Context: an optimization exercise on an open-source flow, tuned for small area, a short achievable clock period and few clock cycles. The choices shown serve that exercise and are no tape-out recipe.
Only simulation tests tie the RTL to the original design; equivalence was not proved.
Power figures rest on the tool's default switching activity, not on a simulated workload.

===== design.v =====
module cpu (input clk, input rst,
            output [31:0] imem_addr, input [31:0] imem_rdata,
            output [31:0] dmem_addr, output [31:0] dmem_wdata,
            output dmem_we, output dmem_re, input [31:0] dmem_rdata);
    reg [31:2] pc;
    reg        x_wr, x_lw, x_sw, x_beq, x_sub;
    reg        x_fam, x_fbm, x_fom;    
    reg [4:0]  x_rd;
    reg [31:0] x_a, x_b, x_o;
    reg [31:2] x_tgt;
    reg        m_wr, m_lw, m_sw;
    reg [4:0]  m_rd;
    reg [31:0] m_r, m_sd;
    assign dmem_addr  = m_r;
    assign dmem_wdata = m_sd;
    assign dmem_we    = m_sw;
    assign dmem_re    = m_lw;
    wire [31:0] m_res = m_lw ? dmem_rdata : m_r;
    wire [31:0] a   = x_fam ? m_r : x_a;
    wire [31:0] b   = x_fbm ? m_r : x_b;
    wire [31:0] op2 = x_fom ? m_r : x_o;
    wire [31:0] alu;
    sk_add #(32) alu_add (.a(a), .b(op2 ^ {32{x_sub}}), .ci(x_sub), .s(alu));
    wire taken = x_beq & (a == b);
    wire [31:0] inst = imem_rdata;
    wire [5:0] op = inst[31:26];
    wire [4:0] rs = inst[25:21];
    wire [4:0] rt = inst[20:16];
    wire [4:0] rdf = inst[15:11];
    wire d_R    = (op == 6'h00);
    wire d_addi = (op == 6'h08) | (op == 6'h09);
    wire d_lw   = (op == 6'h23);
    wire d_sw   = (op == 6'h2B);
    wire d_beq  = (op == 6'h04);
    wire d_j    = (op == 6'h02);
    wire d_ubeq = d_beq & (rs == rt);
    wire [4:0] d_rd = d_R ? rdf : (d_addi | d_lw) ? rt : 5'd0;
    wire d_wr = (d_R | d_addi | d_lw) & (d_rd != 5'd0);
    wire [31:2] pc4, btgt;
    assign pc4 = pc + 30'd1;
    sk_add #(30) br_add (.a(pc), .b({{14{inst[15]}}, inst[15:0]}), .ci(1'b1), .s(btgt));
    wire [31:2] jtgt = {4'b0000, inst[25:0]};
    reg [31:0] rf_r [1:31];
    reg [31:1] rf_v;
    integer i;
    always @(posedge clk)
        for (i = 1; i < 32; i = i + 1)
            if (m_wr && m_rd == i) rf_r[i] <= m_res;
    always @(posedge clk or posedge rst)
        if (rst) rf_v <= 31'd0;
        else
            for (i = 1; i < 32; i = i + 1)
                if (m_wr && m_rd == i) rf_v[i] <= 1'b1;
    wire [31:0] sa, sb;
    assign sa[0] = m_wr && m_rd == rs;    
    assign sb[0] = m_wr && m_rd == rt;
    genvar k, n;
    generate for (k = 1; k < 32; k = k + 1) begin : sel
        assign sa[k] = rf_v[k] && !(m_wr && m_rd == k) && rs == k;
        assign sb[k] = rf_v[k] && !(m_wr && m_rd == k) && rt == k;
    end endgenerate
    wire [31:0] rsv, rtv;
    generate for (n = 0; n < 32; n = n + 1) begin : col
        wire [31:0] d;
        assign d[0] = m_res[n];
        for (k = 1; k < 32; k = k + 1) begin : rb
            assign d[k] = rf_r[k][n];
        end
        wire [3:0] pa, pb;
        for (k = 0; k < 4; k = k + 1) begin : grp
            ao8 ua (.s(sa[8*k+7:8*k]), .d(d[8*k+7:8*k]), .y(pa[k]));
            ao8 ub (.s(sb[8*k+7:8*k]), .d(d[8*k+7:8*k]), .y(pb[k]));
        end
        assign rsv[n] = |pa;
        assign rtv[n] = |pb;
    end endgenerate
    wire hs = x_wr & (x_rd == rs);
    wire ht = x_wr & (x_rd == rt);
    wire use_rs = d_R | d_addi | d_lw | d_sw | (d_beq & ~d_ubeq);
    wire use_rt = d_R | d_sw | (d_beq & ~d_ubeq);
    wire stall = x_lw & ((hs & use_rs) | (ht & use_rt));
    wire go = ~taken & ~stall;
    always @(posedge clk or posedge rst) begin
        if (rst) begin
            pc <= 30'd0;
            x_wr <= 1'b0; x_lw <= 1'b0; x_sw <= 1'b0; x_beq <= 1'b0;
            m_wr <= 1'b0; m_lw <= 1'b0; m_sw <= 1'b0;
        end else begin
            if (taken)             pc <= x_tgt;
            else if (stall)        pc <= pc;
            else if (d_j)          pc <= jtgt;
            else if (d_ubeq)       pc <= btgt;
            else                   pc <= pc4;
            x_wr  <= go & d_wr;
            x_lw  <= go & d_lw;
            x_sw  <= go & d_sw;
            x_beq <= go & d_beq & ~d_ubeq;
            m_wr  <= x_wr;
            m_lw  <= x_lw;
            m_sw  <= x_sw;
        end
    end
    always @(posedge clk) begin
        x_rd  <= d_rd;
        x_sub <= d_R & inst[1];
        x_fam <= hs;
        x_fbm <= ht;
        x_fom <= ht & d_R;
        x_a   <= rsv;
        x_b   <= rtv;
        x_o   <= d_R ? rtv : {{16{inst[15]}}, inst[15:0]};
        x_tgt <= btgt;
        m_rd  <= x_rd;
        m_r   <= alu;
        m_sd  <= b;
    end
    assign imem_addr = {pc, 2'b00};
endmodule
module ao8 (input [7:0] s, input [7:0] d, output y);
    assign y = |(s & d);
endmodule
module sk_add #(parameter N = 32) (input [N-1:0] a, input [N-1:0] b, input ci,
                                   output [N-1:0] s);
    wire [N-1:0] g0 = a & b;
    wire [N-1:0] p0 = a ^ b;
    reg  [N-1:0] g, p, gn, pn;
    integer i, l;
    always @* begin
        g = g0;
        p = p0;
        for (l = 0; (1 << l) < N; l = l + 1) begin
            gn = g;
            pn = p;
            for (i = 0; i < N; i = i + 1)
                if ((i >> l) & 1) begin
                    gn[i] = g[i] | (p[i] & g[((i >> l) << l) - 1]);
                    pn[i] = p[i] & p[((i >> l) << l) - 1];
                end
            g = gn;
            p = pn;
        end
    end
    wire [N-1:0] c = {g[N-2:0] | (p[N-2:0] & {(N-1){ci}}), ci};
    assign s = p0 ^ c;
endmodule

===== run.sh =====
#!/bin/bash
# synth_recipe.tcl (not shown) runs the flow's synth.tcl, then flattens the netlist and writes it again
# the make line also repeats each setting of config.mk as NAME=value (left out here)
make -C /OpenROAD-flow-scripts/flow DESIGN_CONFIG=/design/flow/config.mk WORK_HOME=/design/flow/orfs CLKGATE_MAP_FILE= SYNTH_SCRIPT=/design/flow/synth_recipe.tcl finish

===== config.mk =====
export PLATFORM = sky130hd
export DESIGN_NAME = cpu
export DESIGN_NICKNAME = cpu
export VERILOG_FILES = /design/flow/design.v
export SDC_FILE = /design/flow/constraint.sdc
export NUM_CORES = 4
export LEC_CHECK = 0
export CAP_MARGIN = 20
export CELL_PAD_IN_SITES_DETAIL_PLACEMENT = 2
export CELL_PAD_IN_SITES_GLOBAL_PLACEMENT = 2
export CORE_MARGIN = 2
export CORE_UTILIZATION = 35
export CTS_CLUSTER_DIAMETER = 80
export CTS_CLUSTER_SIZE = 18
export PLACE_DENSITY = 0.6
export SETUP_SLACK_MARGIN = 4.8
export SLEW_MARGIN = 20
export SYNTH_HIERARCHICAL = 1
export SYNTH_MINIMUM_KEEP_SIZE = 0

===== constraint.sdc =====
create_clock -name core_clock -period 8.0 [get_ports {clk}]
set_input_delay 1.6000 -clock core_clock [delete_from_list [all_inputs] [get_ports {clk}]]
set_output_delay 1.6000 -clock core_clock [all_outputs]
set_load 0.01 [all_outputs]

==> results of run 1 <==
-- metrics by stage --
step                hold WS, ns  power [mW]  utilization (%)  worst slack, ns
finish                    0.367        14.5             45.7             4.51
global route              0.368        15.0             45.7             4.47
CTS                       0.362        14.4             44.9             4.61
detailed placement        0.346        9.32             39.3             2.16
global placement          0.342        9.29             39.3             2.16
floorplan                 0.331        8.64                -             4.23
-- worst reg2reg max path, stage by stage, from the launching register on --
cell                      delay [ns]
sky130_fd_sc_hd__dfxtp_4        0.40
sky130_fd_sc_hd__buf_12         0.15
sky130_fd_sc_hd__buf_12         0.14
sky130_fd_sc_hd__mux2i_2        0.28
sky130_fd_sc_hd__xnor2_1        0.11
sky130_fd_sc_hd__ha_1           0.35
sky130_fd_sc_hd__a21o_1         0.22
sky130_fd_sc_hd__a21o_1         0.21
sky130_fd_sc_hd__a221o_1        0.36
sky130_fd_sc_hd__a32oi_4        0.26
sky130_fd_sc_hd__o31ai_4        0.12
sky130_fd_sc_hd__o41ai_4        0.50
sky130_fd_sc_hd__xnor2_1        0.15
-- flip-flops by register name, indices dropped and copies added (netlist names), 5 cells and up --
| signal | flops |
|---|---|
| x_tgt | 30 |
| m_sd | 32 |
| rf_v | 31 |
| rf_r | 992 |
| m_rd | 5 |
| pc | 30 |
| m_r | 32 |
| x_rd | 5 |
| x_b | 32 |
| x_a | 32 |
| x_o | 32 |
-- modules after synthesis (local to each module, per instance), excerpt --
| module | cells inside | times used |
|---|---|---|
| ao8 | 5 | 256 |
| cpu | 2374 | 1 |
-- layout make-up --
| type | instances | area (um^2) | area share [%] |
|---|---|---|---|
| flip-flops and latches | 1264 | 35700 | 50.6 |
| multi-input cells | 2578 | 21900 | 31.0 |
| repair buffers | 590 | 7360 | 10.4 |
| well taps | 2044 | 2560 | 3.62 |
| clock buffers | 119 | 2430 | 3.45 |
| clock inverters | 42 | 403 | 0.571 |
| inverters | 62 | 236 | 0.335 |
| diodes | 6 | 15.0 | 0.0213 |
-- cell usage in the layout (no fill, tap or decap), types with 44 or more instances in the layout --
cell type,n
sky130_fd_sc_hd__edfxtp_1,992
sky130_fd_sc_hd__buf_6,60
sky130_fd_sc_hd__clkbuf_16,97
sky130_fd_sc_hd__nor3_4,51
sky130_fd_sc_hd__buf_12,94
sky130_fd_sc_hd__xnor2_1,89
sky130_fd_sc_hd__buf_4,222
sky130_fd_sc_hd__inv_1,44
sky130_fd_sc_hd__dlygate4sd2_1,98
sky130_fd_sc_hd__mux2_2,66
sky130_fd_sc_hd__or4_4,61
sky130_fd_sc_hd__dfxtp_1,163
sky130_fd_sc_hd__nor2_1,105
sky130_fd_sc_hd__nand2_1,82
sky130_fd_sc_hd__mux2i_1,62
sky130_fd_sc_hd__a22oi_2,142
sky130_fd_sc_hd__xor2_1,51
sky130_fd_sc_hd__nand4_1,275
sky130_fd_sc_hd__a22oi_1,886
-- worst max-delay path by stage --
stage                   startpoint                  to  slack [ns]
floorplan           imem_rdata[18]     x_o[21]$_DFF_P_        4.23
global placement    imem_rdata[17]     x_o[19]$_DFF_P_        2.16
detailed placement  imem_rdata[17]     x_o[19]$_DFF_P_        2.16
CTS                 imem_rdata[16]      x_o[2]$_DFF_P_        4.61
global route        imem_rdata[15]  pc[31]$_DFFE_PP0P_        4.47
finish              imem_rdata[16]     x_o[19]$_DFF_P_        4.51
-- cells by family after synthesis --
logic type	synth area share [%]
compound gates	17.3
flops	65.2
simple gates	9.29
buf+inv	1.02
other cells	0.0138
fa+ha+maj	1.47
mux	3.07
xor+xnor	2.59
-- routing by layer --
metal / share of wire (%) / vias to the layer above
met3: 7.5 / 562
met5: 0.039 / -
li1: - / 17900
met4: 6.2 / 12
met2: 46 / 2303
met1: 40 / 23900
-- power by group --
part	internal (mW)	total, mW	switching, mW
Combinational	1.03	2.29	1.26
Sequential	7.30	7.45	0.144
Clock	2.24	4.79	2.55
-- what timing repair did --
action / in CTS / in global routing
cloned: 57 / 4
resized for setup: 934 / 163
pin swaps: 260 / 169
setup buffers: 192 / 50
setup endpoints to repair: 264 / 121
==> impl_summary.log, run 1 <==
[metrics] critical path cell sequence: buf_6 -> buf_12 -> nand2b_4 -> or2_4 -> buf_6 -> nor3_4 -> buf_12 -> buf_16 -> a22oi_2 -> nand4_1 -> or4_4 -> nor2_2 -> nor2_1
[metrics] yosys warns: 10
[metrics] clock period minus worst slack: 3.49 ns
[metrics] HPWL after detailed placement: 155000 um
[metrics] Row Count: 144
[metrics] width of the die: 399 um
[metrics] Post-Synthesis Cell Area: 54500 um^2
[metrics] MaxCap Viol Count: 0
[metrics] sequential fraction of the synthesis area: 65.2%
[metrics] overall die area: 159000 um^2
[metrics] routability congestion estimate: 0.846
[metrics] Reg2Reg Depth: 12
[metrics] Area Overhead vs Synth: 29.5%
[metrics] CP Max Fanout: 8
[metrics] pin count of the biggest net entering global routing: 39
[metrics] clk latency of the worst-skew pair: 0.77 ns
[metrics] power per cell area: 206 nW/um^2
[metrics] global-route wire length before repair: 380000 um
[metrics] initial antenna violation count: 15
[metrics] overall track demand over capacity in global routing: 34.4%
[metrics] Detail Route Antenna Nets: 0
[metrics] Post-DP Area: 60700 um^2
[metrics] worst-case register-to-register setup slack: 4.60 ns
[metrics] DRT Wirelength: 280000 um
[metrics] GRT met1 Usage: 45.2%
[metrics] summed negative setup slack over all endpoints: 0 ns
[metrics] Critical R2R Launch: x_fom$_DFF_P_
[metrics] WHS Endpoint: m_sw$_DFF_PP0_
[metrics] most repeated cell in the gate-level netlist after synthesis: sky130_fd_sc_hd__a22oi_1
[metrics] required arrival time at the worst endpoint: 8.65 ns
[metrics] Yosys top cell by area: sky130_fd_sc_hd__edfxtp_1
[metrics] Leakage: 23.8 nW
[metrics] run status: complete, no violations
[metrics] TritonCTS clock tree: done
[metrics] number of buffers inserted during clock tree synthesis: 92
[metrics] element type at the critical path start: input pin
[metrics] area fraction of the dominant cell type after synthesis: 54.6%
[metrics] cell at the root of the clock tree: sky130_fd_sc_hd__clkbuf_16
[metrics] clk buf depth: 3
[metrics] leading register cell type out of synthesis: sky130_fd_sc_hd__edfxtp_1
[metrics] initial standard-cell utilization of the core: 35.3%
[metrics] vias after detailed routing: 44600
[metrics] fillcell total: 14600
[metrics] clock-pin slew on the worst setup and hold paths: 0.08 ns
[metrics] maximum ir drop on the vdd rail: 206 uV
[metrics] placed cells: 6235
[metrics] most frequent cells after synthesis: sky130_fd_sc_hd__a22oi_1 (1028), sky130_fd_sc_hd__edfxtp_1 (992), sky130_fd_sc_hd__nand4_1 (275)
[metrics] reg2reg end: m_r[31]$_DFF_P_
[metrics] CP delay by family, top: simple AND/OR/NAND/NOR gates
[metrics] drt wl/cell: 41.7 um
[metrics] final-report hold violation count: 0
[metrics] cell count after synthesis: 3975
[metrics] remaining design rule violation count: 0
[metrics] total global routing overflow: 0
[metrics] fraction of registers with async set/reset: 5.38%
[metrics] maximum level of the CTS H-tree: 3
[metrics] kind of capture point of the worst setup path: flip-flop
[metrics] Stages on worst setup path: 13
[metrics] met2 Resource Use GR: 54.6%
[metrics] RSZ-0062 raised after global routing: yes
[metrics] iteration-0 DRC count of the detailed router: 4915
[metrics] slowest stage delay, CP: 0.74 ns
[metrics] highest-delay cell along the critical path: sky130_fd_sc_hd__or4_4
[metrics] DR vias/cell: 6.65
[metrics] met3 capacity usage during global routing: 5.46%
[metrics] proportion of layout cells with a drive suffix above 1: 28.1%
[metrics] Max Transition Viols Final: 0
[metrics] busiest layer in global routing: met2
[metrics] Hold Path Cell Cnt: 0
[metrics] final critical-path share of the clock period: 43.6%
[metrics] main area contributors after synthesis: sky130_fd_sc_hd__edfxtp_1 (55%), sky130_fd_sc_hd__a22oi_1 (14%), sky130_fd_sc_hd__dfxtp_1 (7.5%)
[metrics] worst path arrival time: 4.14 ns
[metrics] via count of the first global-routing pass: 45400
[metrics] mean cell area of the mapped netlist: 13.7 um^2
[metrics] number of detailed-route iterations in the first pass: 6
[metrics] total I/O pin count: 164
[metrics] Seq cells post-synth: 1264
[metrics] Cell Count, Final, Fillers Out: 6705
[metrics] Slew Limit Headroom: 33.1%
[metrics] Worst Path Class, Setup: in -> reg
[metrics] clock sinks: 1264
[metrics] Post-Route Skew: 0.0866 ns
[metrics] post-route design area: 70600 um^2
[metrics] buffers added on ports: 161
[metrics] Final setup viols: 0
[metrics] startpoint of the tightest hold check path: x_sw$_DFF_PP0_
[metrics] Hold-fix buffers, CTS: 0
[metrics] path class of the lowest-slack min-delay path: reg -> reg
[metrics] Worst Max-Slew Pin Slew: 1.00 ns
[metrics] Buffers & Inverters on Critical Path: 5
[metrics] Die Y: 399 um
[metrics] Unique masters post-synth: 82
[metrics] count of flip-flops with a built-in enable after synthesis: 992
[metrics] Core Area: 154000 um^2
[metrics] maximum clock frequency: 0.286 GHz
[metrics] final layout net count: 4717
Testbench counts, summed over its fixed seeds: cycles 47,352.
==> run 2: changes to the inputs <==
--- a/design.v
+++ b/design.v
@@ -3,6 +3,9 @@
             output [31:0] dmem_addr, output [31:0] dmem_wdata,
             output dmem_we, output dmem_re, input [31:0] dmem_rdata);
     reg [31:2] pc;
+    reg        d_v;
+    reg [31:0] ir;
+    reg [31:2] d_tgt;
     reg        x_wr, x_lw, x_sw, x_beq, x_sub;
     reg        x_fam, x_fbm, x_fom;    
     reg [4:0]  x_rd;
@@ -23,23 +26,24 @@
     sk_add #(32) alu_add (.a(a), .b(op2 ^ {32{x_sub}}), .ci(x_sub), .s(alu));
     wire taken = x_beq & (a == b);
     wire [31:0] inst = imem_rdata;
-    wire [5:0] op = inst[31:26];
-    wire [4:0] rs = inst[25:21];
-    wire [4:0] rt = inst[20:16];
-    wire [4:0] rdf = inst[15:11];
-    wire d_R    = (op == 6'h00);
-    wire d_addi = (op == 6'h08) | (op == 6'h09);
-    wire d_lw   = (op == 6'h23);
-    wire d_sw   = (op == 6'h2B);
-    wire d_beq  = (op == 6'h04);
-    wire d_j    = (op == 6'h02);
-    wire d_ubeq = d_beq & (rs == rt);
-    wire [4:0] d_rd = d_R ? rdf : (d_addi | d_lw) ? rt : 5'd0;
-    wire d_wr = (d_R | d_addi | d_lw) & (d_rd != 5'd0);
+    wire f_j    = (inst[31:26] == 6'h02);
+    wire f_ubeq = (inst[31:26] == 6'h04) & (inst[25:21] == inst[20:16]);
     wire [31:2] pc4, btgt;
     assign pc4 = pc + 30'd1;
     sk_add #(30) br_add (.a(pc), .b({{14{inst[15]}}, inst[15:0]}), .ci(1'b1), .s(btgt));
     wire [31:2] jtgt = {4'b0000, inst[25:0]};
+    wire [5:0] op = ir[31:26];
+    wire [4:0] rs = ir[25:21];
+    wire [4:0] rt = ir[20:16];
+    wire [4:0] rdf = ir[15:11];
+    wire d_R    = d_v & (op == 6'h00);
+    wire d_addi = d_v & ((op == 6'h08) | (op == 6'h09));
+    wire d_lw   = d_v & (op == 6'h23);
+    wire d_sw   = d_v & (op == 6'h2B);
+    wire d_beq  = d_v & (op == 6'h04);
+    wire d_ubeq = d_beq & (rs == rt);
+    wire [4:0] d_rd = d_R ? rdf : (d_addi | d_lw) ? rt : 5'd0;
+    wire d_wr = (d_R | d_addi | d_lw) & (d_rd != 5'd0);
     reg [31:0] rf_r [1:31];
     reg [31:1] rf_v;
     integer i;
@@ -83,14 +87,17 @@
     always @(posedge clk or posedge rst) begin
         if (rst) begin
             pc <= 30'd0;
+            d_v <= 1'b0;
             x_wr <= 1'b0; x_lw <= 1'b0; x_sw <= 1'b0; x_beq <= 1'b0;
             m_wr <= 1'b0; m_lw <= 1'b0; m_sw <= 1'b0;
         end else begin
             if (taken)             pc <= x_tgt;
             else if (stall)        pc <= pc;
-            else if (d_j)          pc <= jtgt;
-            else if (d_ubeq)       pc <= btgt;
+            else if (f_j)          pc <= jtgt;
+            else if (f_ubeq)       pc <= btgt;
             else                   pc <= pc4;
+            if (taken)             d_v <= 1'b0;
+            else if (!stall)       d_v <= 1'b1;
             x_wr  <= go & d_wr;
             x_lw  <= go & d_lw;
             x_sw  <= go & d_sw;
@@ -101,15 +108,19 @@
         end
     end
     always @(posedge clk) begin
+        if (!stall) begin
+            ir    <= inst;
+            d_tgt <= btgt;
+        end
         x_rd  <= d_rd;
-        x_sub <= d_R & inst[1];
+        x_sub <= d_R & ir[1];
         x_fam <= hs;
         x_fbm <= ht;
         x_fom <= ht & d_R;
         x_a   <= rsv;
         x_b   <= rtv;
-        x_o   <= d_R ? rtv : {{16{inst[15]}}, inst[15:0]};
-        x_tgt <= btgt;
+        x_o   <= d_R ? rtv : {{16{ir[15]}}, ir[15:0]};
+        x_tgt <= d_tgt;
         m_rd  <= x_rd;
         m_r   <= alu;
         m_sd  <= b;
==> impl_summary.log, run 2 <==
[metrics] routability congestion estimate: 0.904
[metrics] maximum level of the CTS H-tree: 3
[metrics] Row Count: 147
[metrics] remaining design rule violation count: 0
[metrics] met2 WL post-DR: 120000 um
[metrics] combined flip-flop and latch cell area: 37600 um^2
[metrics] most used cells in the layout excluding fill and tap cells: sky130_fd_sc_hd__edfxtp_1 (1054), sky130_fd_sc_hd__a22oi_1 (1023), sky130_fd_sc_hd__nand4_1 (279)
[metrics] net load switching power: 4.00 mW
[metrics] overall die area: 165000 um^2
[metrics] worst path arrival time: 4.15 ns
[metrics] Clk network pwr share: 34.6%
[metrics] drt wl/cell: 36.9 um
[metrics] DRT Wirelength: 248000 um
[metrics] Max Transition Viols Final: 0
[metrics] max reg flops: 992
[metrics] cell at the root of the clock tree: sky130_fd_sc_hd__clkbuf_16
[metrics] post-route met1 wirelength: 102000 um
[metrics] element type at the critical path start: input pin
[metrics] share of the core filled with cells: 43.0%
[metrics] cell count after synthesis: 3989
[metrics] number of detailed-route iterations in the first pass: 8
[metrics] initial antenna violation count: 3
[metrics] clock sinks: 1327
[metrics] final layout net count: 4606
[metrics] DR vias/cell: 6.30
[metrics] Post-Synthesis Cell Area: 56500 um^2
[metrics] TritonCTS clock tree: done
[metrics] number of buffers inserted during clock tree synthesis: 96
[metrics] met3 wire len: 11100 um
[metrics] Reg2Reg Depth: 16
[metrics] Area Overhead vs Synth: 22.0%
[metrics] sequential fraction of the synthesis area: 66.3%
[metrics] initial standard-cell utilization of the core: 35.2%
[metrics] CP Max Fanout: 6
[metrics] most frequent cells after synthesis: sky130_fd_sc_hd__edfxtp_1 (1054), sky130_fd_sc_hd__a22oi_1 (1027), sky130_fd_sc_hd__nand4_1 (279)
[metrics] final hold slack: 0.339 ns
[metrics] summed negative setup slack over all endpoints: 0 ns
[metrics] fraction of registers with async set/reset: 5.20%
[metrics] maximum ir drop on the vdd rail: 172 uV
[metrics] Seq cells post-synth: 1327
[metrics] top layer in use: met5
[metrics] proportion of layout cells with a drive suffix above 1: 21.8%
[metrics] buffers added on ports: 161
[metrics] final-report hold violation count: 0
[metrics] count of flip-flops with a built-in enable after synthesis: 1054
[metrics] MaxCap Viol Count: 0
[metrics] Post-Route Skew: 0.0415 ns
[metrics] worst-case register-to-register setup slack: 4.63 ns
[metrics] mean cell area of the mapped netlist: 14.2 um^2
[metrics] Core Area: 160000 um^2
[metrics] clock period minus worst slack: 3.51 ns
[metrics] via count of the first global-routing pass: 44100
[metrics] Detail Route Antenna Nets: 0
[metrics] global-route wire length before repair: 337000 um
[metrics] overall track demand over capacity in global routing: 28.6%
[metrics] width of the die: 406 um
[metrics] Yosys top cell by area: sky130_fd_sc_hd__edfxtp_1
[metrics] HPWL after detailed placement: 149000 um
[metrics] highest-delay cell along the critical path: sky130_fd_sc_hd__a22o_4
[metrics] total power: 15.2 mW
[metrics] pin count of the biggest net entering global routing: 48
[metrics] total I/O pin count: 164
[metrics] required arrival time at the worst endpoint: 8.64 ns
[metrics] RSZ-0062 raised after global routing: yes
[metrics] startpoint of the tightest hold check path: d_tgt[4]$_DFFE_PN_
[metrics] Slew Limit Headroom: 22.9%
[metrics] path class of the lowest-slack min-delay path: reg -> reg
[metrics] Worst Path Class, Setup: in -> reg
[metrics] Hold Path Cell Cnt: 0
[metrics] clk latency of the worst-skew pair: 0.77 ns
[metrics] slowest stage delay, CP: 0.28 ns
[metrics] leading register cell type out of synthesis: sky130_fd_sc_hd__edfxtp_1
[metrics] Critical R2R Launch: x_fom$_DFF_P_
[metrics] Leakage: 23.2 nW
[metrics] most common library cell in the layout ignoring fill and taps: sky130_fd_sc_hd__edfxtp_1
[metrics] iteration-0 DRC count of the detailed router: 4212
[metrics] clock-pin slew on the worst setup and hold paths: 0.08 ns
[metrics] fillcell total: 15600
[metrics] critical path cell sequence: buf_6 -> ha_4 -> buf_6 -> and4_4 -> nor2b_4 -> buf_4 -> a22o_4 -> nor2_8 -> buf_4 -> o21ai_4 -> a21oi_2 -> xnor2_2 -> nor2_1 -> a211oi_1 -> a221oi_1 -> o31ai_1
[metrics] maximum clock frequency: 0.285 GHz
[metrics] power per cell area: 221 nW/um^2
[metrics] Internal: 11.2 mW
[metrics] yosys warns: 10
[metrics] run status: complete, no violations
[metrics] Unique masters post-synth: 91
[metrics] most repeated cell in the gate-level netlist after synthesis: sky130_fd_sc_hd__edfxtp_1
[metrics] final critical-path share of the clock period: 43.8%
[metrics] clk buf depth: 3
[metrics] reg2reg end: m_r[31]$_DFF_P_
[metrics] combinational share of power: 13.2%
[metrics] area fraction of the dominant cell type after synthesis: 56.0%
[metrics] vias after detailed routing: 42300
[metrics] WHS Endpoint: x_tgt[4]$_DFF_P_
[metrics] area of the multi-input gates: 21000 um^2
[metrics] largest register by flop count: rf_r
[metrics] main area contributors after synthesis: sky130_fd_sc_hd__edfxtp_1 (56%), sky130_fd_sc_hd__a22oi_1 (14%), sky130_fd_sc_hd__dfxtp_1 (7.2%)
[metrics] switching share of power: 26.3%
[metrics] Final setup viols: 0
[metrics] Die Y: 406 um
[metrics] Worst Max-Slew Pin Slew: 1.16 ns
[metrics] kind of capture point of the worst setup path: flip-flop
[metrics] Reg power frac: 52.2%
[metrics] total global routing overflow: 0
==> run 2: critical path: cells and delay by family <==
kind                     cells  cell delay, ns
buffers and inverters        4            0.53
AND/OR/NAND/NOR              4            0.54
adder cells (fa/ha/maj)      1            0.26
AO/OA/AOI/OAI                6            1.06
XOR/XNOR                     1            0.15
==> run 2: area by class of cell <==
class                   count  share of cell area [%]
inverters                  67                   0.379
well taps                2160                    3.92
flip-flops and latches   1327                    54.5
repair buffers            448                    6.12
clock inverters            50                   0.881
multi-input cells        2537                    30.4
diodes                      2                 0.00726
clock buffers             119                    3.76
==> run 2: Yosys stat by module (local to each module, per instance), excerpt <==
module | flip-flops and latches | area [um^2]
ao8 | 0 | 36.3
cpu | 1327 | 44700
==> run 2: timing repair <==
action	CTS	global route
cloned	9	10
pin swaps	79	69
gates resized for setup	481	155
hold buffers	0	0
setup endpoints to repair	328	115
setup buffers	98	63
==> run 2: metal layers <==
layer / vias up / track usage, %
met4: 2 / 12.8
met5: - / 0
met1: 22700 / 37.9
met3: 389 / 2.42
li1: 17700 / -
met2: 1461 / 47.9
==> run 2: cell families after synthesis <==
| group | share of synthesized area (%) |
|---|---|
| multiplexers | 3.18 |
| XOR/XNOR | 2.57 |
| AO/OA/AOI/OAI | 16.8 |
| buffers and inverters | 1.08 |
| other | 0.0133 |
| AND/OR/NAND/NOR | 8.62 |
| flip-flops | 66.3 |
| adder cells (fa/ha/maj) | 1.42 |
==> run 2: power groups by stage <==
stage	clock, mW	sequential [mW]	combinational (mW)
after detailed placement	0	8.19	1.42
after global placement	0	8.19	1.38
after floorplan	0	8.10	0.873
final	5.26	7.94	2.01
after global routing	5.56	7.97	2.15
after CTS	5.34	7.94	1.82
==> run 2: worst max-delay path by stage <==
| stage | startpoint | end | slack [ns] | cells after the start |
|---|---|---|---|---|
| 4_1_cts | imem_rdata[15] | pc[28]$_DFFE_PP0P_ | 4.55 | 13 |
| 5_1_grt | imem_rdata[15] | pc[26]$_DFFE_PP0P_ | 4.39 | 13 |
| 6_report | imem_rdata[9] | pc[23]$_DFFE_PP0P_ | 4.49 | 16 |
| 3_5_place_dp | imem_rdata[15] | pc[26]$_DFFE_PP0P_ | 2.53 | 13 |
| 3_3_place_gp | imem_rdata[15] | pc[26]$_DFFE_PP0P_ | 2.65 | 13 |
| 2_1_floorplan | imem_rdata[10] | pc[28]$_DFFE_PP0P_ | 4.19 | 13 |
==> run 2: per-stage QoR <==
stage | cells | setup slack, ns | area [um^2]
detailed placement | 6359 | 2.53 | 62500
CTS | 6635 | 4.55 | 67700
floorplan | 3991 | 4.19 | 57100
global route | 6708 | 4.39 | 69000
global placement | 6359 | 2.65 | 62500
finish | 6710 | 4.49 | 69000
Testbench counts of run 2, summed over its fixed seeds: cycles 48,361.
==> run 3: changes to the inputs <==
--- a/design.v
+++ b/design.v
@@ -3,13 +3,12 @@
             output [31:0] dmem_addr, output [31:0] dmem_wdata,
             output dmem_we, output dmem_re, input [31:0] dmem_rdata);
     reg [31:2] pc;
-    reg        d_v;
-    reg [31:0] ir;
-    reg [31:2] d_tgt;
     reg        x_wr, x_lw, x_sw, x_beq, x_sub;
-    reg        x_fam, x_fbm, x_fom;    
+    reg        x_fam, x_fbm;    
+    reg        x_imm;           
     reg [4:0]  x_rd;
-    reg [31:0] x_a, x_b, x_o;
+    reg [31:0] x_a, x_b;
+    reg [15:0] x_i;
     reg [31:2] x_tgt;
     reg        m_wr, m_lw, m_sw;
     reg [4:0]  m_rd;
@@ -21,29 +20,35 @@
     wire [31:0] m_res = m_lw ? dmem_rdata : m_r;
     wire [31:0] a   = x_fam ? m_r : x_a;
     wire [31:0] b   = x_fbm ? m_r : x_b;
-    wire [31:0] op2 = x_fom ? m_r : x_o;
+    wire [31:0] op2 = x_imm ? {{16{x_i[15]}}, x_i} : b;
     wire [31:0] alu;
     sk_add #(32) alu_add (.a(a), .b(op2 ^ {32{x_sub}}), .ci(x_sub), .s(alu));
     wire taken = x_beq & (a == b);
     wire [31:0] inst = imem_rdata;
-    wire f_j    = (inst[31:26] == 6'h02);
-    wire f_ubeq = (inst[31:26] == 6'h04) & (inst[25:21] == inst[20:16]);
-    wire [31:2] pc4, btgt;
-    assign pc4 = pc + 30'd1;
-    sk_add #(30) br_add (.a(pc), .b({{14{inst[15]}}, inst[15:0]}), .ci(1'b1), .s(btgt));
-    wire [31:2] jtgt = {4'b0000, inst[25:0]};
-    wire [5:0] op = ir[31:26];
-    wire [4:0] rs = ir[25:21];
-    wire [4:0] rt = ir[20:16];
-    wire [4:0] rdf = ir[15:11];
-    wire d_R    = d_v & (op == 6'h00);
-    wire d_addi = d_v & ((op == 6'h08) | (op == 6'h09));
-    wire d_lw   = d_v & (op == 6'h23);
-    wire d_sw   = d_v & (op == 6'h2B);
-    wire d_beq  = d_v & (op == 6'h04);
+    wire [5:0] op = inst[31:26];
+    wire [4:0] rs = inst[25:21];
+    wire [4:0] rt = inst[20:16];
+    wire [4:0] rdf = inst[15:11];
+    wire d_R    = (op == 6'h00);
+    wire d_addi = (op == 6'h08) | (op == 6'h09);
+    wire d_lw   = (op == 6'h23);
+    wire d_sw   = (op == 6'h2B);
+    wire d_beq  = (op == 6'h04);
+    wire d_j    = (op == 6'h02);
     wire d_ubeq = d_beq & (rs == rt);
     wire [4:0] d_rd = d_R ? rdf : (d_addi | d_lw) ? rt : 5'd0;
     wire d_wr = (d_R | d_addi | d_lw) & (d_rd != 5'd0);
+    wire [31:2] pc4, btgt;
+    assign pc4 = pc + 30'd1;
+    wire [16:0] bt_lo;
+    sk_add #(17) br_add (.a({1'b0, pc[17:2]}), .b({1'b0, inst[15:0]}), .ci(1'b1), .s(bt_lo));
+    wire [31:18] pc_hi = pc[31:18];
+    wire [31:18] pc_hi_p1 = pc_hi + 14'd1;
+    wire [31:18] pc_hi_m1 = pc_hi - 14'd1;
+    wire [31:18] bt_hi = inst[15] ? (bt_lo[16] ? pc_hi : pc_hi_m1)
+                                  : (bt_lo[16] ? pc_hi_p1 : pc_hi);
+    assign btgt = {bt_hi, bt_lo[15:0]};
+    wire [31:2] jtgt = {4'b0000, inst[25:0]};
     reg [31:0] rf_r [1:31];
     reg [31:1] rf_v;
     integer i;
@@ -84,20 +89,20 @@
     wire use_rt = d_R | d_sw | (d_beq & ~d_ubeq);
     wire stall = x_lw & ((hs & use_rs) | (ht & use_rt));
     wire go = ~taken & ~stall;
+    wire p_tgt  = taken;
+    wire p_hold = ~taken & stall;
+    wire p_j    = ~taken & ~stall & d_j;
+    wire p_b    = ~taken & ~stall & d_ubeq;
+    wire p_inc  = ~taken & ~stall & ~d_j & ~d_ubeq;
+    wire [31:2] pc_next = ({30{p_tgt}} & x_tgt) | ({30{p_hold}} & pc) | ({30{p_j}} & jtgt) |
+                          ({30{p_b}} & btgt) | ({30{p_inc}} & pc4);
     always @(posedge clk or posedge rst) begin
         if (rst) begin
             pc <= 30'd0;
-            d_v <= 1'b0;
             x_wr <= 1'b0; x_lw <= 1'b0; x_sw <= 1'b0; x_beq <= 1'b0;
             m_wr <= 1'b0; m_lw <= 1'b0; m_sw <= 1'b0;
         end else begin
-            if (taken)             pc <= x_tgt;
-            else if (stall)        pc <= pc;
-            else if (f_j)          pc <= jtgt;
-            else if (f_ubeq)       pc <= btgt;
-            else                   pc <= pc4;
-            if (taken)             d_v <= 1'b0;
-            else if (!stall)       d_v <= 1'b1;
+            pc <= pc_next;
             x_wr  <= go & d_wr;
             x_lw  <= go & d_lw;
             x_sw  <= go & d_sw;
@@ -108,19 +113,15 @@
         end
     end
     always @(posedge clk) begin
-        if (!stall) begin
-            ir    <= inst;
-            d_tgt <= btgt;
-        end
         x_rd  <= d_rd;
-        x_sub <= d_R & ir[1];
+        x_sub <= d_R & inst[1];
         x_fam <= hs;
         x_fbm <= ht;
-        x_fom <= ht & d_R;
+        x_imm <= ~d_R;
         x_a   <= rsv;
         x_b   <= rtv;
-        x_o   <= d_R ? rtv : {{16{ir[15]}}, ir[15:0]};
-        x_tgt <= d_tgt;
+        x_i   <= inst[15:0];
+        x_tgt <= btgt;
         m_rd  <= x_rd;
         m_r   <= alu;
         m_sd  <= b;
==> impl_summary.log, run 3 <==
[metrics] run status: complete, no violations
[metrics] most used cells in the layout excluding fill and tap cells: sky130_fd_sc_hd__edfxtp_1 (992), sky130_fd_sc_hd__a22oi_1 (987), sky130_fd_sc_hd__nand4_1 (284)
[metrics] clock sinks: 1248
[metrics] Worst Max-Slew Pin Slew: 1.03 ns
[metrics] cell count after synthesis: 3871
[metrics] path class of the lowest-slack min-delay path: reg -> reg
[metrics] final critical-path share of the clock period: 49.8%
[metrics] sequential fraction of the synthesis area: 65.5%
[metrics] Unique masters post-synth: 99
[metrics] power per cell area: 213 nW/um^2
[metrics] adder and majority gate portion of the synthesized area: 1.24%
[metrics] drt wl/cell: 38.3 um
[metrics] yosys warns: 10
[metrics] clock period minus worst slack: 3.98 ns
[metrics] DRT Wirelength: 252000 um
[metrics] global-route wire length before repair: 341000 um
[metrics] final layout net count: 4576
[metrics] worst-case register-to-register setup slack: 4.44 ns
[metrics] Seq cells post-synth: 1248
[metrics] element type at the critical path start: input pin
[metrics] Max Transition Viols Final: 0
[metrics] Critical R2R Launch: x_fbm$_DFF_P_
[metrics] buffers added on ports: 161
[metrics] main area contributors after synthesis: sky130_fd_sc_hd__edfxtp_1 (55%), sky130_fd_sc_hd__a22oi_1 (14%), sky130_fd_sc_hd__dfxtp_1 (7.0%)
[metrics] MaxCap Viol Count: 0
[metrics] max reg flops: 992
[metrics] TritonCTS clock tree: done
[metrics] DR vias/cell: 6.54
[metrics] final-report hold violation count: 0
[metrics] overall die area: 157000 um^2
[metrics] total global routing overflow: 0
[metrics] most repeated cell in the gate-level netlist after synthesis: sky130_fd_sc_hd__a22oi_1
[metrics] worst path arrival time: 4.63 ns
[metrics] summed negative setup slack over all endpoints: 0 ns
[metrics] xor-xnor portion of the synthesized cell area: 2.36%
[metrics] number of buffers inserted during clock tree synthesis: 90
[metrics] width of the die: 396 um
[metrics] cell at the root of the clock tree: sky130_fd_sc_hd__clkbuf_16
[metrics] vias after detailed routing: 42900
[metrics] maximum ir drop on the vdd rail: 166 uV
[metrics] count of flip-flops with a built-in enable after synthesis: 992
[metrics] Area Overhead vs Synth: 26.4%
[metrics] kind of capture point of the worst setup path: flip-flop
[metrics] Final setup viols: 0
[metrics] WHS Endpoint: m_sw$_DFF_PP0_
[metrics] portion of netlist area occupied by mux cells: 2.50%
[metrics] area fraction of the dominant cell type after synthesis: 55.4%
[metrics] most common library cell in the layout ignoring fill and taps: sky130_fd_sc_hd__edfxtp_1
[metrics] initial antenna violation count: 25
[metrics] largest register by flop count: rf_r
[metrics] most frequent cells after synthesis: sky130_fd_sc_hd__a22oi_1 (1039), sky130_fd_sc_hd__edfxtp_1 (992), sky130_fd_sc_hd__nand4_1 (284)
[metrics] largest family of logic cells by synthesized area: compound AO/OA/AOI/OAI gates
[metrics] routability congestion estimate: 0.862
[metrics] overall track demand over capacity in global routing: 30.4%
[metrics] Slew Limit Headroom: 31.3%
[metrics] via count of the first global-routing pass: 43300
[metrics] maximum clock frequency: 0.251 GHz
[metrics] Hold Path Cell Cnt: 0
[metrics] HPWL after detailed placement: 149000 um
[metrics] CP Max Fanout: 7
[metrics] clk buf depth: 3
[metrics] Leakage: 23.2 nW
[metrics] clk latency of the worst-skew pair: 0.75 ns
[metrics] remaining design rule violation count: 0
[metrics] pin count of the biggest net entering global routing: 47
[metrics] Yosys top cell by area: sky130_fd_sc_hd__edfxtp_1
[metrics] iteration-0 DRC count of the detailed router: 4914
[metrics] total power: 14.5 mW
[metrics] reg2reg end: m_r[31]$_DFF_P_
[metrics] simple-gate share of the synthesized area: 8.82%
[metrics] Worst Path Class, Setup: in -> reg
[metrics] Post-Route Skew: 0.0545 ns
[metrics] required arrival time at the worst endpoint: 8.65 ns
[metrics] startpoint of the tightest hold check path: x_sw$_DFF_PP0_
[metrics] fraction of registers with async set/reset: 5.45%
[metrics] Core Area: 152000 um^2
[metrics] Die Y: 396 um
[metrics] Hold-fix buffers, CTS: 0
[metrics] Reg2Reg Depth: 14
[metrics] total I/O pin count: 164
[metrics] leading register cell type out of synthesis: sky130_fd_sc_hd__edfxtp_1
[metrics] Post-Synthesis Cell Area: 53800 um^2
[metrics] maximum level of the CTS H-tree: 3
[metrics] synthesized-area fraction occupied by ao, oa, aoi and oai cells: 18.3%
[metrics] clock-pin slew on the worst setup and hold paths: 0.08 ns
[metrics] initial standard-cell utilization of the core: 35.3%
[metrics] Detail Route Antenna Nets: 0
[metrics] number of detailed-route iterations in the first pass: 6
[metrics] RSZ-0062 raised after global routing: yes
[metrics] proportion of layout cells with a drive suffix above 1: 26.2%
[metrics] Row Count: 143
[metrics] mean cell area of the mapped netlist: 13.9 um^2
==> run 3: cell types whose count changed in the layout (fill, tap and decap cells not counted), moves of 27 or more <==
cell	previous run	this run
sky130_fd_sc_hd__a22oi_1	1023	987
sky130_fd_sc_hd__a22oi_2	5	55
sky130_fd_sc_hd__buf_12	19	48
sky130_fd_sc_hd__buf_4	221	254
sky130_fd_sc_hd__buf_6	40	87
sky130_fd_sc_hd__edfxtp_1	1054	992
sky130_fd_sc_hd__nor2_1	84	57
==> run 3: area by class of cell <==
cell class | instances | area (um^2)
fillers | 14700 | 84300
flip-flops and latches | 1248 | 35400
multi-input cells | 2486 | 20800
repair buffers | 575 | 6120
well taps | 2030 | 2540
clock buffers | 119 | 2460
clock inverters | 38 | 468
inverters | 57 | 218
diodes | 9 | 22.5
==> run 3: per-module statistics from Yosys, one instance, submodules excluded, a selection <==
module / cells / flip-flops and latches
cpu: 2313 / 1248
ao8: 5 / 0
==> run 3: repair_timing <==
item,in CTS,in global routing
gates resized for setup,706,216
setup endpoints to repair,236,134
setup buffers,186,69
cloned,23,12
hold endpoints to repair,0,0
pin swaps,140,147
==> run 3: metrics by stage <==
step           setup WS [ns]  cell area, um^2  instances  hold slack [ns]  utilization (%)
6_report                4.02            68000       6562            0.386             44.7
5_1_grt                 3.96            68000       6554            0.379             44.7
4_1_cts                 4.24            66400       6472            0.380             43.6
3_5_place_dp            2.57            59800       6106            0.350             39.3
3_3_place_gp            2.56            59800       6106            0.336             39.3
2_1_floorplan           3.82            55100       3875            0.331                -
==> run 3: kinds of logic after synthesis <==
kind of cell	count (synthesis)
AND/OR/NAND/NOR	829
other	2
XOR/XNOR	145
buffers and inverters	145
flip-flops	1248
AO/OA/AOI/OAI	1330
multiplexers	120
adder cells (fa/ha/maj)	52
==> run 3: layer usage <==
| layer | part of all wire (%) | up-vias | track usage [%] |
|---|---|---|---|
| met5 | 0.017 | - | 0 |
| met4 | 3.4 | 8 | 9.08 |
| met3 | 8.0 | 373 | 4.37 |
| met2 | 46 | 2012 | 48.3 |
| met1 | 42 | 23000 | 42.9 |
| li1 | - | 17500 | - |
==> run 3: critical path, stage by stage <==
cell and delay [ns]:
sky130_fd_sc_hd__buf_8 0.10, sky130_fd_sc_hd__ha_4 0.29, sky130_fd_sc_hd__nand4_1 0.17, sky130_fd_sc_hd__buf_4 0.19, sky130_fd_sc_hd__buf_6 0.10, sky130_fd_sc_hd__buf_6 0.10
sky130_fd_sc_hd__nor2_2 0.12, sky130_fd_sc_hd__a32oi_2 0.07, sky130_fd_sc_hd__o211a_1 0.17, sky130_fd_sc_hd__a211oi_4 0.20, sky130_fd_sc_hd__buf_12 0.16, sky130_fd_sc_hd__and3b_2 0.27
sky130_fd_sc_hd__o2bb2a_4 0.19, sky130_fd_sc_hd__or3_1 0.38, sky130_fd_sc_hd__a32oi_1 0.21, sky130_fd_sc_hd__a211o_1 0.15, sky130_fd_sc_hd__mux2_4 0.14
==> run 3: worst max path at each step <==
stage / from / end / slack [ns] / depth (start not counted)
3_3_place_gp: imem_rdata[11] / pc[24]$_DFF_PP0_ / 2.56 / 14
4_1_cts: imem_rdata[9] / pc[26]$_DFF_PP0_ / 4.24 / 14
5_1_grt: imem_rdata[5] / pc[30]$_DFF_PP0_ / 3.96 / 17
6_report: imem_rdata[9] / pc[26]$_DFF_PP0_ / 4.02 / 17
3_5_place_dp: imem_rdata[11] / pc[24]$_DFF_PP0_ / 2.57 / 14
2_1_floorplan: imem_rdata[6] / pc[26]$_DFF_PP0_ / 3.82 / 13
==> run 3: report_power, final <==
group / total [mW] / internal [mW] / switching, mW
Combinational: 2.15 / 0.891 / 1.26
Clock: 4.89 / 2.36 / 2.53
Sequential: 7.44 / 7.24 / 0.202
Total: 14.5 / 10.5 / 3.99
Testbench counts of run 3, summed over its fixed seeds: cycles 47,352.
==> run 4: changes to the inputs <==
--- a/config.mk
+++ b/config.mk
@@ -13,7 +13,7 @@
 export CTS_CLUSTER_DIAMETER = 80
 export CTS_CLUSTER_SIZE = 18
 export PLACE_DENSITY = 0.6
-export SETUP_SLACK_MARGIN = 4.8
+export SETUP_SLACK_MARGIN = 4.4
 export SLEW_MARGIN = 20
 export SYNTH_HIERARCHICAL = 1
 export SYNTH_MINIMUM_KEEP_SIZE = 0
==> impl_summary.log, run 4 <==
[metrics] run status: complete, no violations
[metrics] area fraction of the dominant cell type after synthesis: 55.4%
[metrics] total global routing overflow: 0
[metrics] vias after detailed routing: 41600
[metrics] clock sinks: 1248
[metrics] main area contributors after synthesis: sky130_fd_sc_hd__edfxtp_1 (55%), sky130_fd_sc_hd__a22oi_1 (14%), sky130_fd_sc_hd__dfxtp_1 (7.0%)
[metrics] buffers added on ports: 161
[metrics] element type at the critical path start: input pin
[metrics] summed negative setup slack over all endpoints: 0 ns
[metrics] most common library cell in the layout ignoring fill and taps: sky130_fd_sc_hd__a22oi_1
[metrics] max reg flops: 992
[metrics] most repeated cell in the gate-level netlist after synthesis: sky130_fd_sc_hd__a22oi_1
[metrics] worst path arrival time: 4.43 ns
[metrics] overall die area: 157000 um^2
[metrics] total I/O pin count: 164
[metrics] power per cell area: 218 nW/um^2
[metrics] initial antenna violation count: 28
[metrics] pin count of the biggest net entering global routing: 53
[metrics] Hold Path Cell Cnt: 0
[metrics] Unique masters post-synth: 99
[metrics] top layer in use: met5
[metrics] kind of capture point of the worst setup path: flip-flop
[metrics] RSZ-0062 raised after global routing: yes
[metrics] cell count after synthesis: 3871
[metrics] Worst Path Class, Setup: in -> reg
[metrics] fraction of registers with async set/reset: 5.45%
[metrics] number of detailed-route iterations in the first pass: 5
[metrics] proportion of layout cells with a drive suffix above 1: 19.5%
[metrics] path class of the lowest-slack min-delay path: reg -> reg
[metrics] remaining design rule violation count: 0
[metrics] maximum ir drop on the vdd rail: 176 uV
[metrics] Post-DP Area: 59700 um^2
[metrics] mean cell area of the mapped netlist: 13.9 um^2
[metrics] fillcell total: 14900
[metrics] most used cells in the layout excluding fill and tap cells: sky130_fd_sc_hd__a22oi_1 (1015), sky130_fd_sc_hd__edfxtp_1 (992), sky130_fd_sc_hd__nand4_1 (284)
[metrics] post-route met1 wirelength: 105000 um
[metrics] Leakage: 21.7 nW
[metrics] initial standard-cell utilization of the core: 35.3%
[metrics] TritonCTS clock tree: done
[metrics] Hold-fix buffers, CTS: 0
[metrics] yosys warns: 10
[metrics] Area Overhead vs Synth: 21.2%
[metrics] global-route wire length before repair: 330000 um
[metrics] iteration-0 DRC count of the detailed router: 4475
[metrics] clock-pin slew on the worst setup and hold paths: 0.07 ns
[metrics] via count of the first global-routing pass: 42600
[metrics] final layout net count: 4428
[metrics] Core Area: 152000 um^2
[metrics] MaxCap Viol Count: 0
[metrics] HPWL after detailed placement: 151000 um
[metrics] cell at the root of the clock tree: sky130_fd_sc_hd__clkbuf_16
[metrics] combined flip-flop and latch cell area: 35300 um^2
[metrics] Final setup viols: 0
[metrics] routability congestion estimate: 0.854
[metrics] Slew Limit Headroom: 37.8%
[metrics] post-route design area: 65200 um^2
[metrics] clk latency of the worst-skew pair: 0.74 ns
[metrics] met3 wire len: 17500 um
[metrics] maximum clock frequency: 0.265 GHz
[metrics] Worst Max-Slew Pin Slew: 0.933 ns
[metrics] maximum level of the CTS H-tree: 3
[metrics] area of the multi-input gates: 20000 um^2
[metrics] Yosys top cell by area: sky130_fd_sc_hd__edfxtp_1
[metrics] clk buf depth: 3
[metrics] Post-Synthesis Cell Area: 53800 um^2
[metrics] Max Transition Viols Final: 0
[metrics] Detail Route Antenna Nets: 0
[metrics] Post-Route Skew: 0.0307 ns
[metrics] Reg2Reg Depth: 15
[metrics] DR vias/cell: 6.48
[metrics] number of buffers inserted during clock tree synthesis: 93
[metrics] sequential fraction of the synthesis area: 65.5%
[metrics] final-report hold violation count: 0
[metrics] Row Count: 143
[metrics] final critical-path share of the clock period: 47.3%
[metrics] CP Max Fanout: 6
[metrics] most frequent cells after synthesis: sky130_fd_sc_hd__a22oi_1 (1039), sky130_fd_sc_hd__edfxtp_1 (992), sky130_fd_sc_hd__nand4_1 (284)
[metrics] required arrival time at the worst endpoint: 8.65 ns
[metrics] drt wl/cell: 37.0 um
[metrics] width of the die: 396 um
[metrics] leading register cell type out of synthesis: sky130_fd_sc_hd__edfxtp_1
[metrics] overall track demand over capacity in global routing: 29.3%
[metrics] largest register by flop count: rf_r
[metrics] met2 WL post-DR: 109000 um
[metrics] clock period minus worst slack: 3.78 ns
[metrics] Die Y: 396 um
[metrics] Seq cells post-synth: 1248
[metrics] DRT Wirelength: 238000 um
[metrics] worst-case register-to-register setup slack: 4.34 ns
[metrics] count of flip-flops with a built-in enable after synthesis: 992
## run 4: cell counts after synthesis
Identical to the previous run, type by type.
## run 4: worst paths after layout
kind                                startpoint             endpoint
worst max-delay path             imem_rdata[3]     pc[26]$_DFF_PP0_
worst min-delay path            x_sw$_DFF_PP0_       m_sw$_DFF_PP0_
worst max register to register   x_fbm$_DFF_P_      m_r[30]$_DFF_P_
worst min register to register  x_sw$_DFF_PP0_       m_sw$_DFF_PP0_
max in group asynchronous                  rst     pc[18]$_DFF_PP0_
min in group asynchronous                  rst  rf_v[2]$_DFFE_PP0P_
## run 4: through the flow
step	cells	hold slack, ns	worst slack [ns]	power [mW]	utilization [%]
6_report	6414	0.353	4.22	14.2	42.8
5_1_grt	6409	0.375	4.17	14.7	42.8
4_1_cts	6367	0.355	4.27	14.2	42.2
3_5_place_dp	6111	0.337	2.55	9.24	39.2
3_3_place_gp	6109	0.340	2.59	9.21	39.2
2_1_floorplan	3875	0.331	3.82	8.49	-
## run 4: Yosys stat by module (local to each module, per instance), excerpt
module,flip-flops and latches,copies in the design
ao8,0,256
cpu,1248,1
## run 4: area by class of cell
class | count | area share [%]
flip-flops and latches | 1248 | 54.1
multi-input cells | 2484 | 30.6
repair buffers | 426 | 6.53
well taps | 2030 | 3.90
clock buffers | 119 | 3.77
clock inverters | 45 | 0.720
inverters | 57 | 0.330
diodes | 5 | 0.0192
## run 4: cells by family after synthesis
logic type,Yosys count,share of synthesized area (%)
AOI/OAI and AO/OA,1330,18.3
xor gates and xnor gates,145,2.36
adders and majority gates,52,1.24
buffers and inverters,145,1.18
DFF,1248,65.5
muxes,120,2.50
other,2,0.0140
and+or+nand+nor,829,8.82
## run 4: worst max-delay path: stages
cell	delay, ns
sky130_fd_sc_hd__buf_2	0.15
sky130_fd_sc_hd__ha_4	0.30
sky130_fd_sc_hd__nand3_1	0.10
sky130_fd_sc_hd__or2_4	0.26
sky130_fd_sc_hd__a21o_1	0.17
sky130_fd_sc_hd__o211a_1	0.26
sky130_fd_sc_hd__a211oi_4	0.17
sky130_fd_sc_hd__buf_6	0.17
sky130_fd_sc_hd__and3b_2	0.28
sky130_fd_sc_hd__o2bb2a_4	0.19
sky130_fd_sc_hd__or3_1	0.31
sky130_fd_sc_hd__a32oi_1	0.18
sky130_fd_sc_hd__a211o_1	0.13
sky130_fd_sc_hd__mux2_4	0.14
## run 4: layer usage
metal | GRT usage (%) | vias to the layer above
met1 | 42.6 | 22300
li1 | - | 17200
met2 | 45.9 | 1694
met3 | 4.04 | 341
met4 | 7.86 | 4
met5 | 0 | -
## run 4: timing repair
item,CTS,global route
endpoints found under the setup margin,147,102
pin swaps,101,89
buffers inserted,85,38
cloned,7,4
resized for setup,361,138
## run 4: power by group
part | internal [mW] | switching [mW] | total (mW)
clock | 2.28 | 2.56 | 4.84
sequential | 7.23 | 0.323 | 7.55
combinational | 0.792 | 1.01 | 1.80
==> run 5: changes to the inputs <==
--- a/design.v
+++ b/design.v
@@ -40,14 +40,7 @@
     wire d_wr = (d_R | d_addi | d_lw) & (d_rd != 5'd0);
     wire [31:2] pc4, btgt;
     assign pc4 = pc + 30'd1;
-    wire [16:0] bt_lo;
-    sk_add #(17) br_add (.a({1'b0, pc[17:2]}), .b({1'b0, inst[15:0]}), .ci(1'b1), .s(bt_lo));
-    wire [31:18] pc_hi = pc[31:18];
-    wire [31:18] pc_hi_p1 = pc_hi + 14'd1;
-    wire [31:18] pc_hi_m1 = pc_hi - 14'd1;
-    wire [31:18] bt_hi = inst[15] ? (bt_lo[16] ? pc_hi : pc_hi_m1)
-                                  : (bt_lo[16] ? pc_hi_p1 : pc_hi);
-    assign btgt = {bt_hi, bt_lo[15:0]};
+    sk_add #(30) br_add (.a(pc), .b({{14{inst[15]}}, inst[15:0]}), .ci(1'b1), .s(btgt));
     wire [31:2] jtgt = {4'b0000, inst[25:0]};
     reg [31:0] rf_r [1:31];
     reg [31:1] rf_v;
@@ -75,13 +68,13 @@
         for (k = 1; k < 32; k = k + 1) begin : rb
             assign d[k] = rf_r[k][n];
         end
-        wire [3:0] pa, pb;
+        wire [3:0] pa_n, pb_n;
         for (k = 0; k < 4; k = k + 1) begin : grp
-            ao8 ua (.s(sa[8*k+7:8*k]), .d(d[8*k+7:8*k]), .y(pa[k]));
-            ao8 ub (.s(sb[8*k+7:8*k]), .d(d[8*k+7:8*k]), .y(pb[k]));
+            aoi8 ua (.s(sa[8*k+7:8*k]), .d(d[8*k+7:8*k]), .y_n(pa_n[k]));
+            aoi8 ub (.s(sb[8*k+7:8*k]), .d(d[8*k+7:8*k]), .y_n(pb_n[k]));
         end
-        assign rsv[n] = |pa;
-        assign rtv[n] = |pb;
+        assign rsv[n] = ~&pa_n;
+        assign rtv[n] = ~&pb_n;
     end endgenerate
     wire hs = x_wr & (x_rd == rs);
     wire ht = x_wr & (x_rd == rt);
@@ -89,20 +82,17 @@
     wire use_rt = d_R | d_sw | (d_beq & ~d_ubeq);
     wire stall = x_lw & ((hs & use_rs) | (ht & use_rt));
     wire go = ~taken & ~stall;
-    wire p_tgt  = taken;
-    wire p_hold = ~taken & stall;
-    wire p_j    = ~taken & ~stall & d_j;
-    wire p_b    = ~taken & ~stall & d_ubeq;
-    wire p_inc  = ~taken & ~stall & ~d_j & ~d_ubeq;
-    wire [31:2] pc_next = ({30{p_tgt}} & x_tgt) | ({30{p_hold}} & pc) | ({30{p_j}} & jtgt) |
-                          ({30{p_b}} & btgt) | ({30{p_inc}} & pc4);
     always @(posedge clk or posedge rst) begin
         if (rst) begin
             pc <= 30'd0;
             x_wr <= 1'b0; x_lw <= 1'b0; x_sw <= 1'b0; x_beq <= 1'b0;
             m_wr <= 1'b0; m_lw <= 1'b0; m_sw <= 1'b0;
         end else begin
-            pc <= pc_next;
+            if (taken)             pc <= x_tgt;
+            else if (stall)        pc <= pc;
+            else if (d_j)          pc <= jtgt;
+            else if (d_ubeq)       pc <= btgt;
+            else                   pc <= pc4;
             x_wr  <= go & d_wr;
             x_lw  <= go & d_lw;
             x_sw  <= go & d_sw;
@@ -128,8 +118,8 @@
     end
     assign imem_addr = {pc, 2'b00};
 endmodule
-module ao8 (input [7:0] s, input [7:0] d, output y);
-    assign y = |(s & d);
+module aoi8 (input [7:0] s, input [7:0] d, output y_n);
+    assign y_n = ~|(s & d);
 endmodule
 module sk_add #(parameter N = 32) (input [N-1:0] a, input [N-1:0] b, input ci,
                                    output [N-1:0] s);
--- a/config.mk
+++ b/config.mk
@@ -13,7 +13,7 @@
 export CTS_CLUSTER_DIAMETER = 80
 export CTS_CLUSTER_SIZE = 18
 export PLACE_DENSITY = 0.6
-export SETUP_SLACK_MARGIN = 4.4
+export SETUP_SLACK_MARGIN = 4.8
 export SLEW_MARGIN = 20
 export SYNTH_HIERARCHICAL = 1
 export SYNTH_MINIMUM_KEEP_SIZE = 0
==> impl_summary.log, run 5 <==
[metrics] clock period minus worst slack: 3.58 ns
[metrics] Buffers & Inverters on Critical Path: 2
[metrics] HPWL after detailed placement: 150000 um
[metrics] Critical R2R Launch: x_fbm$_DFF_P_
[metrics] fillcell total: 15000
[metrics] vias after detailed routing: 41600
[metrics] maximum clock frequency: 0.279 GHz
[metrics] Detail Route Antenna Nets: 0
[metrics] clk latency of the worst-skew pair: 0.74 ns
[metrics] initial standard-cell utilization of the core: 35.3%
[metrics] most used cells in the layout excluding fill and tap cells: sky130_fd_sc_hd__a22oi_1 (1026), sky130_fd_sc_hd__edfxtp_1 (992), sky130_fd_sc_hd__and4_1 (260)
[metrics] Area Overhead vs Synth: 22.6%
[metrics] mean cell area of the mapped netlist: 14.2 um^2
[metrics] width of the die: 398 um
[metrics] number of detailed-route iterations in the first pass: 7
[metrics] WHS Endpoint: m_sw$_DFF_PP0_
[metrics] routability congestion estimate: 0.874
[metrics] required arrival time at the worst endpoint: 8.62 ns
[metrics] Yosys top cell by area: sky130_fd_sc_hd__edfxtp_1
[metrics] highest-delay cell along the critical path: sky130_fd_sc_hd__o311a_1
[metrics] MaxCap Viol Count: 0
[metrics] RSZ-0062 raised after global routing: yes
[metrics] area fraction of the dominant cell type after synthesis: 54.7%
[metrics] sequential fraction of the synthesis area: 64.7%
[metrics] startpoint of the tightest hold check path: x_sw$_DFF_PP0_
[metrics] reg2reg end: m_r[31]$_DFF_P_
[metrics] buffers added on ports: 161
[metrics] Leakage: 21.4 nW
[metrics] Reg2Reg Depth: 14
[metrics] path class of the lowest-slack min-delay path: reg -> reg
[metrics] critical path's most frequent cell: sky130_fd_sc_hd__o21ai_1
[metrics] fraction of registers with async set/reset: 5.45%
[metrics] drt wl/cell: 37.2 um
[metrics] cell count after synthesis: 3829
[metrics] largest register by flop count: rf_r
[metrics] final-report hold violation count: 0
[metrics] proportion of layout cells with a drive suffix above 1: 22.6%
[metrics] total global routing overflow: 0
[metrics] final hold slack: 0.351 ns
[metrics] max reg flops: 992
[metrics] Seq cells post-synth: 1248
[metrics] most frequent cells after synthesis: sky130_fd_sc_hd__a22oi_1 (1028), sky130_fd_sc_hd__edfxtp_1 (992), sky130_fd_sc_hd__and4_1 (262)
[metrics] final critical-path share of the clock period: 44.8%
[metrics] TritonCTS clock tree: done
[metrics] cell at the root of the clock tree: sky130_fd_sc_hd__clkbuf_16
[metrics] initial antenna violation count: 15
[metrics] iteration-0 DRC count of the detailed router: 4288
[metrics] leading register cell type out of synthesis: sky130_fd_sc_hd__edfxtp_1
[metrics] Hold Path Cell Cnt: 0
[metrics] number of buffers inserted during clock tree synthesis: 91
[metrics] CP Max Fanout: 4
[metrics] main area contributors after synthesis: sky130_fd_sc_hd__edfxtp_1 (55%), sky130_fd_sc_hd__a22oi_1 (14%), sky130_fd_sc_hd__dfxtp_1 (6.9%)
[metrics] maximum ir drop on the vdd rail: 185 uV
[metrics] Unique masters post-synth: 95
[metrics] remaining design rule violation count: 0
[metrics] slowest stage delay, CP: 0.29 ns
[metrics] run status: complete, no violations
[metrics] most repeated cell in the gate-level netlist after synthesis: sky130_fd_sc_hd__a22oi_1
[metrics] Worst Max-Slew Pin Slew: 1.01 ns
[metrics] clk buf depth: 3
[metrics] count of flip-flops with a built-in enable after synthesis: 992
[metrics] summed negative setup slack over all endpoints: 0 ns
[metrics] Die Y: 398 um
[metrics] Max Transition Viols Final: 0
[metrics] minimum setup slack after placement: 2.13 ns
[metrics] CP delay by family, top: compound AO/OA/AOI/OAI gates
[metrics] pin count of the biggest net entering global routing: 52
[metrics] Worst Path Class, Setup: in -> reg
[metrics] yosys warns: 10
[metrics] critical path cell sequence: buf_12 -> ha_4 -> a21o_1 -> a21oi_4 -> o21ai_4 -> a31o_1 -> buf_4 -> and2_4 -> o311a_1 -> nor2_1 -> xnor2_1 -> o21ai_1 -> o21ai_1 -> mux2_2 -> mux2_4
[metrics] post-layout worst setup margin: 4.42 ns
[metrics] maximum level of the CTS H-tree: 3
[metrics] worst path arrival time: 4.20 ns
[metrics] DRT Wirelength: 240000 um
[metrics] clock sinks: 1248
[metrics] most common library cell in the layout ignoring fill and taps: sky130_fd_sc_hd__a22oi_1
[metrics] Post-Synthesis Cell Area: 54500 um^2
[metrics] total I/O pin count: 164
[metrics] Final setup viols: 0
[metrics] power per cell area: 224 nW/um^2
[metrics] clock-pin slew on the worst setup and hold paths: 0.08 ns
[metrics] Core Area: 154000 um^2
[metrics] overall track demand over capacity in global routing: 29.2%
[metrics] worst-case register-to-register setup slack: 4.46 ns
[metrics] overall die area: 159000 um^2
[metrics] DR vias/cell: 6.46
[metrics] final layout net count: 4451
[metrics] via count of the first global-routing pass: 41600
[metrics] kind of capture point of the worst setup path: flip-flop
[metrics] global-route wire length before repair: 331000 um
[metrics] element type at the critical path start: input pin
[metrics] Row Count: 144
[metrics] Slew Limit Headroom: 31.9%
[metrics] Post-Route Skew: 0.0320 ns
## run 5: cell types whose count changed after synthesis, moves of 12 or more
cell and change:
sky130_fd_sc_hd__mux2_4 +28, sky130_fd_sc_hd__o21ai_0 +12, sky130_fd_sc_hd__nand2_1 +13, sky130_fd_sc_hd__a21oi_1 -19
sky130_fd_sc_hd__or4_1 -64, sky130_fd_sc_hd__clkbuf_1 -20, sky130_fd_sc_hd__a221o_1 -14, sky130_fd_sc_hd__nor2_1 -12
sky130_fd_sc_hd__nand4_1 -203, sky130_fd_sc_hd__and4_1 +259
## run 5: logic make-up (layout without fill, tap and decap cells)
family | count (synthesis) | after routing | synth area share, %
buffers and inverters | 115 | 673 | 0.921
xor gates and xnor gates | 163 | 163 | 2.62
and+or+nand+nor | 808 | 809 | 9.54
AOI/OAI and AO/OA | 1276 | 1276 | 17.3
other | 2 | 7 | 0.0138
adders and majority gates | 63 | 63 | 1.48
muxes | 154 | 154 | 3.37
DFF | 1248 | 1248 | 64.7
## run 5: cell type report
cell class | instances | area, um^2 | share of cell area (%)
Sequential cell | 1248 | 35400 | 53.0
Multi-Input combinational cell | 2469 | 21300 | 31.9
Inverter | 54 | 206 | 0.309
Clock inverter | 40 | 549 | 0.823
Tap cell | 2044 | 2560 | 3.83
Clock buffer | 121 | 2420 | 3.63
Antenna cell | 3 | 7.51 | 0.0112
Timing Repair Buffer | 458 | 4340 | 6.50
## run 5: routing by layer
metal	global-route usage, %	share of wire (%)	routed length [um]
met3	3.50	7.6	18100
met5	0	0.0088	21
met4	6.46	2.5	5980
met1	43.3	44	105000
met2	45.7	46	110000
## run 5: power breakdown
part	leakage, nW	internal, mW	switching (mW)
sequential	11.3	7.25	0.162
clock	1.41	2.39	2.54
combinational	8.61	1.21	1.43
## run 5: through the flow
stage	total power, mW	utilization, %	std cells	area, um^2
after CTS	14.7	42.6	6387	65700
after detailed placement	9.46	39.3	6093	60600
after floorplan	8.72	-	3831	55800
after global placement	9.41	39.3	6093	60600
final	15.0	43.3	6437	66700
after global routing	15.5	43.3	6435	66700
## run 5: timing repair
action                                  4_1_cts  5_1_grt
gates resized for setup                     536      166
buffers inserted                            128       42
endpoints found under the setup margin      242      107
hold buffers                                  0        0
pin swaps                                   117       94
cloned                                        5        5
## run 5: Yosys stat by module, one instance, submodules excluded, excerpt
module / flops+latches / times used
aoi8: 0 / 256
cpu: 1248 / 1
## run 5: worst max path at each step
| stage | start | end | slack [ns] | depth (start not counted) |
|---|---|---|---|---|
| after floorplan | imem_rdata[11] | pc[24]$_DFFE_PP0P_ | 4.10 | 13 |
| after detailed placement | imem_rdata[17] | pc[12]$_DFFE_PP0P_ | 2.13 | 9 |
| after global placement | imem_rdata[17] | pc[12]$_DFFE_PP0P_ | 2.30 | 9 |
| after CTS | x_fbm$_DFF_P_ | m_r[31]$_DFF_P_ | 4.46 | 15 |
| after global routing | x_imm$_DFF_P_ | m_r[30]$_DFF_P_ | 4.36 | 14 |
| final | imem_rdata[0] | pc[13]$_DFFE_PP0P_ | 4.42 | 15 |
Testbench counts of run 5, summed over its fixed seeds: cycles 47,352.

port drivers added, routing unchanged:
How much do the figures lean on ideal ports? The routed layouts below were timed once more, with nothing changed but the port constraints. Step 1, drivers: a clkbuf_16 drives clk and a buf_2 each remaining input, both assumed. Step 2 times the ports against the registers' clock, not the clock port: input delays grow and output delays shrink by t, the midpoint of the rising clock arrivals with the driver on. a / b / c = no drivers / after step 1 / after step 2; a / b = the first two.
run | t, ns | setup slack, ns | slew at the worst register clock pin (ns) | pins driven straight from the clock port
run 1 | 0.805 | 4.509 / 4.547 / 3.741 | 0.09 / 0.09 | 1
run 2 | 0.838 | 4.493 / 4.550 / 3.712 | 0.09 / 0.09 | 1
run 3 | 0.794 | 4.019 / 4.044 / 3.250 | 0.09 / 0.09 | 1
run 4 | 0.797 | 4.220 / 4.267 / 3.470 | 0.09 / 0.09 | 1
run 5 | 0.809 | 4.419 / 4.458 / 3.648 | 0.09 / 0.09 | 1
After both steps every run listed still meets setup and hold. For run 2, which loses most, drivers alone change the setup slack by +0.057 ns; drivers and shift together by -0.781 ns.
